Background: an optimization exercise with open tools, aiming at small area and a short achievable clock period. Do not read the settings as production practice.
RTL that was checked went through simulation tests only; none was proved equivalent to the original.

north:
Design rec_calc, start of the top module:
module rec_calc(
    input [16:0] valA,
    input [3:0] op,
    input clk,
    input reset,
    output [16:0] result
);
    logic [16:0] valB;
    logic [16:0] out;
    logic [16:0] quot;
    logic [16:0] x;
    logic [16:0] nxt;
    logic [18:0] m [1:3];
    logic isdiv, ismul, issub, isadd;
    assign isdiv = (op == 4'd3);
    assign ismul = (op == 4'd2);
    assign issub = (op == 4'd1);
    assign isadd = ~isdiv & ~ismul & ~issub;
    assign m[1] = {2'b0, valB};
    assign m[2] = {1'b0, valB, 1'b0};
    assign m[3] = {2'b0, valB} + {1'b0, valB, 1'b0};
    always_comb begin
        x = (isdiv | issub) ? valA : ismul ? 17'h1ffff : ~valA;
        quot = 17'd0;
        quot[16] = (isdiv & (valB[16:1] == 16'd0) & (x[16] | ~valB[0])) | (ismul & valA[16]);
        if (quot[16]) x[16] = x[16] ^ valB[0];
        for (int j = 7; j >= 0; j--) begin
            logic [17:0] t [1:3];
            logic g [1:4];
            logic [3:0] s;
            logic [16:0] mk;
            g[4] = 1'b0;
            for (int k = 1; k <= 3; k++) begin
                mk = m[k][16:0] & ((17'h1 << (17 - 2*j)) - 17'h1);
                t[k] = {1'b0, x >> (2*j)} + {1'b0, ~mk & ((17'h1 << (17 - 2*j)) - 17'h1)} + 18'd1;
                g[k] = (isdiv & ((m[k] >> (17 - 2*j)) == 19'd0) & t[k][17 - 2*j])
                     | (ismul & ({valA[2*j+1], valA[2*j]} >= k))
                     | ((issub | isadd) & (j == 0) & (k == 1));
            end
            for (int k = 1; k <= 3; k++) s[k] = g[k] & ~g[k+1];
            quot[2*j+1] = g[2];
            quot[2*j] = s[3] | s[1];
            for (int k = 1; k <= 3; k++)
                if (s[k]) x = (x & ((17'h1 << (2*j)) - 17'h1)) | (t[k][16:0] << (2*j));
        end
    end
    assign nxt = isdiv ? quot : issub ? x : ~x;
    always @(posedge clk) begin
        if (reset) begin
  ...
Size: ~2,100 cells after synthesis, ~34 flip-flops, about 15,000 um2 of cells after synthesis.
make LEC_CHECK=0 ABC_AREA=0 CAP_MARGIN=20 CORE_MARGIN=2 CORE_UTILIZATION=65 SETUP_SLACK_MARGIN=5 SLEW_MARGIN=20 finish   # period 33.0 ns
run.sh (not shown) runs the stock make flow with config.mk's settings and CLKGATE_MAP_FILE= SYNTH_SCRIPT=/design/flow/synth_recipe.tcl, a recipe that flattens the netlist after the stock synthesis.
Relative to north, the following input files were edited for south:
# north
export LEC_CHECK = 0
export ABC_AREA = 0
export CAP_MARGIN = 20
export CORE_MARGIN = 2
export CORE_UTILIZATION = 65
export SETUP_SLACK_MARGIN = 5
export SLEW_MARGIN = 20
create_clock -name core_clock -period 33.0 [get_ports {clk}]
# south
export LEC_CHECK = 0
export ABC_AREA = 1
export CAP_MARGIN = 20
export CORE_MARGIN = 2
export CORE_UTILIZATION = 65
export SETUP_SLACK_MARGIN = 5
export SLEW_MARGIN = 20
create_clock -name core_clock -period 33.0 [get_ports {clk}]
Findings:
When south is measured against north, its clock-buffer cell count turns out 1 lower.
Between south and north, the area after synthesis is higher for north.
Taking north as the reference, in south via count went down; area fraction in compound gates after synthesis went down by 10 points; pin count of the biggest net entering global routing decreased about 15%.
Leading cell type in the layout, fill and taps excluded: sky130_fd_sc_hd__nand2_1 -> south, sky130_fd_sc_hd__ha_1 -> north
> inputs changed (south -> east)
# south
export LEC_CHECK = 0
export ABC_AREA = 1
export CAP_MARGIN = 20
export CORE_MARGIN = 2
export CORE_UTILIZATION = 65
export SETUP_SLACK_MARGIN = 5
export SLEW_MARGIN = 20
create_clock -name core_clock -period 33.0 [get_ports {clk}]
# east
export LEC_CHECK = 0
export ABC_AREA = 1
export CAP_MARGIN = 20
export CORE_MARGIN = 2
export CORE_UTILIZATION = 40
export SLEW_MARGIN = 20
create_clock -name core_clock -period 33.0 [get_ports {clk}]
==> run notes <==
Post-CTS clock slew at the launch and capture registers of the worst setup and hold paths essentially unchanged between south and east.
Number of placed cells counting well taps: east > south
Going from south to east, design area fell 1300 um2; area used by sequential logic in the layout about even.
Looking at number of fillers in the final layout, east sits 1,943 higher than south does.
[inputs] west vs east
==> flow/flow/run.sh (new file) <==
#!/bin/bash
# Standard synthesis and layout; the layout's timing repair aims for a setup
# slack of SETUP_MARGIN ns at the design's clock period, so that it sizes and
# buffers the critical paths harder than the default margin of 0 would.
set -euo pipefail
SETUP_MARGIN=$(cat flow/setup_margin.txt)
bash standard.sh synth > synth.log 2>&1
bash standard.sh SETUP_SLACK_MARGIN=$SETUP_MARGIN finish > layout.log 2>&1
==> flow/flow/setup_margin.txt (new file) <==
12
==> flow/standard.sh (new file) <==
#!/bin/bash
# synth_recipe.tcl (not shown) runs the flow's synth.tcl, then flattens the netlist and writes it again
# the make line also repeats each setting of config.mk as NAME=value (left out here)
make -C /OpenROAD-flow-scripts/flow DESIGN_CONFIG=/design/flow/config.mk WORK_HOME=/design/flow/orfs CLKGATE_MAP_FILE= SYNTH_SCRIPT=/design/flow/synth_recipe.tcl "${@:-finish}"
removed: flow/run.sh
==> comparison <==
east reached the end of the flow, and the finished layout is clean on the timing, DRC and antenna checks.
west: full flow OK, the timing, DRC and antenna checks passed
west ends up with higher total global-route track usage than east does.
In the flow results for east and west, the signed area change from the synthesized netlist to the final layout is smaller on east.
Summary of west over east: cell area increased 29%, final wirelength grew by about 14%.
### west -> middle
# west
export LEC_CHECK = 0
export ABC_AREA = 1
export CAP_MARGIN = 20
export CORE_MARGIN = 2
export CORE_UTILIZATION = 40
export SLEW_MARGIN = 20
create_clock -name core_clock -period 33.0 [get_ports {clk}]
# middle
export LEC_CHECK = 0
export ABC_AREA = 1
export CAP_MARGIN = 20
export CORE_MARGIN = 2
export CORE_UTILIZATION = 65
export SLEW_MARGIN = 20
create_clock -name core_clock -period 33.0 [get_ports {clk}]
==> flow/run.sh (new file) <==
#!/bin/bash
# synth_recipe.tcl (not shown) runs the flow's synth.tcl, then flattens the netlist and writes it again
# the make line also repeats each setting of config.mk as NAME=value (left out here)
make -C /OpenROAD-flow-scripts/flow DESIGN_CONFIG=/design/flow/config.mk WORK_HOME=/design/flow/orfs CLKGATE_MAP_FILE= SYNTH_SCRIPT=/design/flow/synth_recipe.tcl finish
removed: flow/flow/run.sh
removed: flow/flow/setup_margin.txt
removed: flow/standard.sh
--- outcome ---
- Comparing middle and west, the lower count of TritonRoute iterations in the first routing pass was measured on west.
- Core utilization, middle and west, higher one = middle.
- There was hardly any difference in worst hold margin between west and middle.
Function was not checked in any run of this note: the RTL went through the layout flow alone.

---

== the reference run ==
Another version of the RTL of rec_calc (not shown whole).
Size in the first run: ~2700 cells after synthesis, ~81 flip-flops, ~40 I/O pins, roughly 0.016 mm^2 of cells after synthesis.
## rec_calc
module rec_calc(
    input [16:0] valA,
    input [3:0] op,
    input clk,
    input reset,
    output [16:0] result
);
export LEC_CHECK = 0
export ABC_AREA = 1
export CAP_MARGIN = 20
export CORE_MARGIN = 2
export CORE_UTILIZATION = 65
export GPL_ROUTABILITY_DRIVEN = 0
export GPL_TIMING_DRIVEN = 0
export SLEW_MARGIN = 20
create_clock -name core_clock -period 33.0 [get_ports {clk}]
standard.sh (not shown) runs the stock make flow with config.mk's settings and CLKGATE_MAP_FILE= SYNTH_SCRIPT=/design/flow/synth_recipe.tcl, a recipe that flattens the netlist after the stock synthesis.
==> flow/flow/run.sh <==
#!/bin/bash
set -euo pipefail
SETUP_MARGIN=$(cat flow/setup_margin.txt)
bash standard.sh synth > synth.log 2>&1
bash standard.sh "BUFFER_PORTS_ARGS=-buffer_cell sky130_fd_sc_hd__buf_4" \
    SETUP_SLACK_MARGIN=$SETUP_MARGIN SETUP_MOVE_SEQUENCE=sizeup,swap finish > layout.log 2>&1
==> flow/flow/setup_margin.txt <==
17
The following lists how the trial run was set up differently from the reference run:
Settings: a deleted GPL_TIMING_DRIVEN that had been 0.
Notes after the runs:
The final layouts of the trial run and the reference run pass the timing, DRC and antenna checks.

---

v48:
Another version of the RTL of rec_calc (not shown whole).
Size in the first run: about 34 flip-flops.
Settings: LEC_CHECK=0, ABC_AREA=1, CAP_MARGIN=20, CORE_MARGIN=2, CORE_UTILIZATION=65, SETUP_SLACK_MARGIN=5, SLEW_MARGIN=20, SYNTH_HIERARCHICAL=1, SYNTH_MINIMUM_KEEP_SIZE=0; clock period 33.0 ns.
run.sh (not shown) runs the stock make flow with config.mk's settings and CLKGATE_MAP_FILE= SYNTH_SCRIPT=/design/flow/synth_recipe.tcl, a recipe that flattens the netlist after the stock synthesis.
Stock flow here: none of the scripts above is used.
v48 was carried through to the last stage, and its layout satisfied the timing, DRC and antenna checks.
Modified inputs, v42 compared to v48
# v48
export LEC_CHECK = 0
export ABC_AREA = 1
export CAP_MARGIN = 20
export CORE_MARGIN = 2
export CORE_UTILIZATION = 65
export SETUP_SLACK_MARGIN = 5
export SLEW_MARGIN = 20
export SYNTH_HIERARCHICAL = 1
export SYNTH_MINIMUM_KEEP_SIZE = 0
create_clock -name core_clock -period 33.0 [get_ports {clk}]
# v42
export LEC_CHECK = 0
export ABC_AREA = 1
export CAP_MARGIN = 20
export CORE_MARGIN = 2
export CORE_UTILIZATION = 65
export SLEW_MARGIN = 20
create_clock -name core_clock -period 33.0 [get_ports {clk}]
==> flow/flow/run.sh (new file) <==
#!/bin/bash
# Standard synthesis and layout; the layout's timing repair aims for a setup
# slack of SETUP_MARGIN ns at the design's clock period.
set -euo pipefail
SETUP_MARGIN=$(cat flow/setup_margin.txt)
bash standard.sh synth > synth.log 2>&1
bash standard.sh SETUP_SLACK_MARGIN=$SETUP_MARGIN finish > layout.log 2>&1
==> flow/flow/setup_margin.txt (new file) <==
8
==> flow/standard.sh (new file) <==
#!/bin/bash
# synth_recipe.tcl (not shown) runs the flow's synth.tcl, then flattens the netlist and writes it again
# the make line also repeats each setting of config.mk as NAME=value (left out here)
make -C /OpenROAD-flow-scripts/flow DESIGN_CONFIG=/design/flow/config.mk WORK_HOME=/design/flow/orfs CLKGATE_MAP_FILE= SYNTH_SCRIPT=/design/flow/synth_recipe.tcl "${@:-finish}"
removed: flow/run.sh
[summary]
- Taking v48 over v42, the number of standard cells after synthesis ratio works out to 1.5.
- Area: v42 vs v48 -> v42 smaller
- v42 ended with less die area than v48.
- In the reports for v42 and v48, the larger half-perimeter wire length after detailed placement belongs to v48.
- Core utilization (higher): v42
- Compared with v48, v42 shows a higher final RePlAce weighted congestion.
- Synthesized area per cell (v48 / v42): 0.920
- Of the two values seen for end of the critical path, out[16]$_SDFF_PP0_ was produced by v42 and out[15]$_SDFF_PP0_ by v48.
## Diff of input files: v6 against v42
# v42
export LEC_CHECK = 0
export ABC_AREA = 1
export CAP_MARGIN = 20
export CORE_MARGIN = 2
export CORE_UTILIZATION = 65
export SLEW_MARGIN = 20
create_clock -name core_clock -period 33.0 [get_ports {clk}]
# v6
export LEC_CHECK = 0
export ABC_AREA = 1
export CAP_MARGIN = 20
export CORE_MARGIN = 2
export CORE_UTILIZATION = 65
export SETUP_SLACK_MARGIN = 5
export SLEW_MARGIN = 20
create_clock -name core_clock -period 33.0 [get_ports {clk}]
==> flow/run.sh (new file) <==
#!/bin/bash
# synth_recipe.tcl (not shown) runs the flow's synth.tcl, then flattens the netlist and writes it again
# the make line also repeats each setting of config.mk as NAME=value (left out here)
make -C /OpenROAD-flow-scripts/flow DESIGN_CONFIG=/design/flow/config.mk WORK_HOME=/design/flow/orfs CLKGATE_MAP_FILE= SYNTH_SCRIPT=/design/flow/synth_recipe.tcl finish
removed: flow/flow/run.sh
removed: flow/flow/setup_margin.txt
removed: flow/standard.sh
Results
- Comparing v42 and v6, the lower non-filler instance count after layout is on v6.
- Status: cell count of the worst hold path parity (v42, v6)
- On register-to-register slack, v42 beats v6.
- Between v6 and v42, it is v6 whose multi-input gate area in the final layout is lower, by about 3.5%.
- Register fraction of the total cell area: v6 vs v42 up 0.21 points
- Setup slack in v6 is smaller than in v42.
- Sort v42 and v6 by count of plain and timing-repair buffers, descending, and v42 comes first.
- Re register area: no difference whatsoever between v42 and v6.
- Delta(total length of routed wires, v6 - v42) < 0
- | worst endpoint required time | v6 vs v42 | ≈ equal |

-- what the ideal ports hide --
How much do the figures lean on ideal ports? The routed layouts below were timed once more, with nothing changed but the port constraints.
Step 1: set_driving_cell puts a clkbuf_16 on clk and a buf_2 on each other input, an assumption about the parent block.
Step 2, shift: input delay + t, output delay - t, t = (earliest + latest rising clock arrival at the registers) / 2. This alone moves slack from input paths to output paths.
Slacks: ideal / step 1 / step 2; pairs: ideal / step 1.
| run | t (ns) | setup slack, ns | hold slack, ns | worst register clock-pin slew, ns | cell pins on the clock port's net |
|---|---|---|---|---|---|
| north | 0.309 | 5.213 / 5.214 / 4.904 | 0.460 / 0.460 / 0.460 | 0.06 / 0.06 | 1 |
| south | 0.320 | 6.038 / 6.050 / 5.730 | 0.420 / 0.420 / 0.420 | 0.06 / 0.06 | 1 |
| east | 0.321 | 2.362 / 2.380 / 2.059 | 0.421 / 0.421 / 0.421 | 0.07 / 0.07 | 1 |
| west | 0.330 | 7.866 / 7.867 / 7.537 | 0.420 / 0.420 / 0.420 | 0.07 / 0.07 | 1 |
| middle | 0.319 | 2.085 / 2.101 / 1.783 | 0.420 / 0.420 / 0.420 | 0.06 / 0.06 | 1 |
| the reference run | 0.377 | 17.482 / 17.439 / 17.428 | 0.407 / 0.407 / 0.407 | 0.07 / 0.07 | 1 |
| the trial run | 0.377 | 17.542 / 17.498 / 17.557 | 0.408 / 0.408 / 0.408 | 0.07 / 0.07 | 1 |
| v48 | 0.305 | 10.404 / 10.409 / 10.104 | 0.429 / 0.429 / 0.429 | 0.05 / 0.05 | 1 |
| v42 | 0.310 | 8.941 / 8.952 / 8.642 | 0.422 / 0.422 / 0.422 | 0.05 / 0.05 | 1 |
| v6 | 0.308 | 6.779 / 6.785 / 6.476 | 0.422 / 0.422 / 0.422 | 0.05 / 0.05 | 1 |
After both steps setup and hold are still met in every run listed. The setup slack of west, which loses most, moves by +0.001 ns with the drivers and by -0.329 ns with both steps.
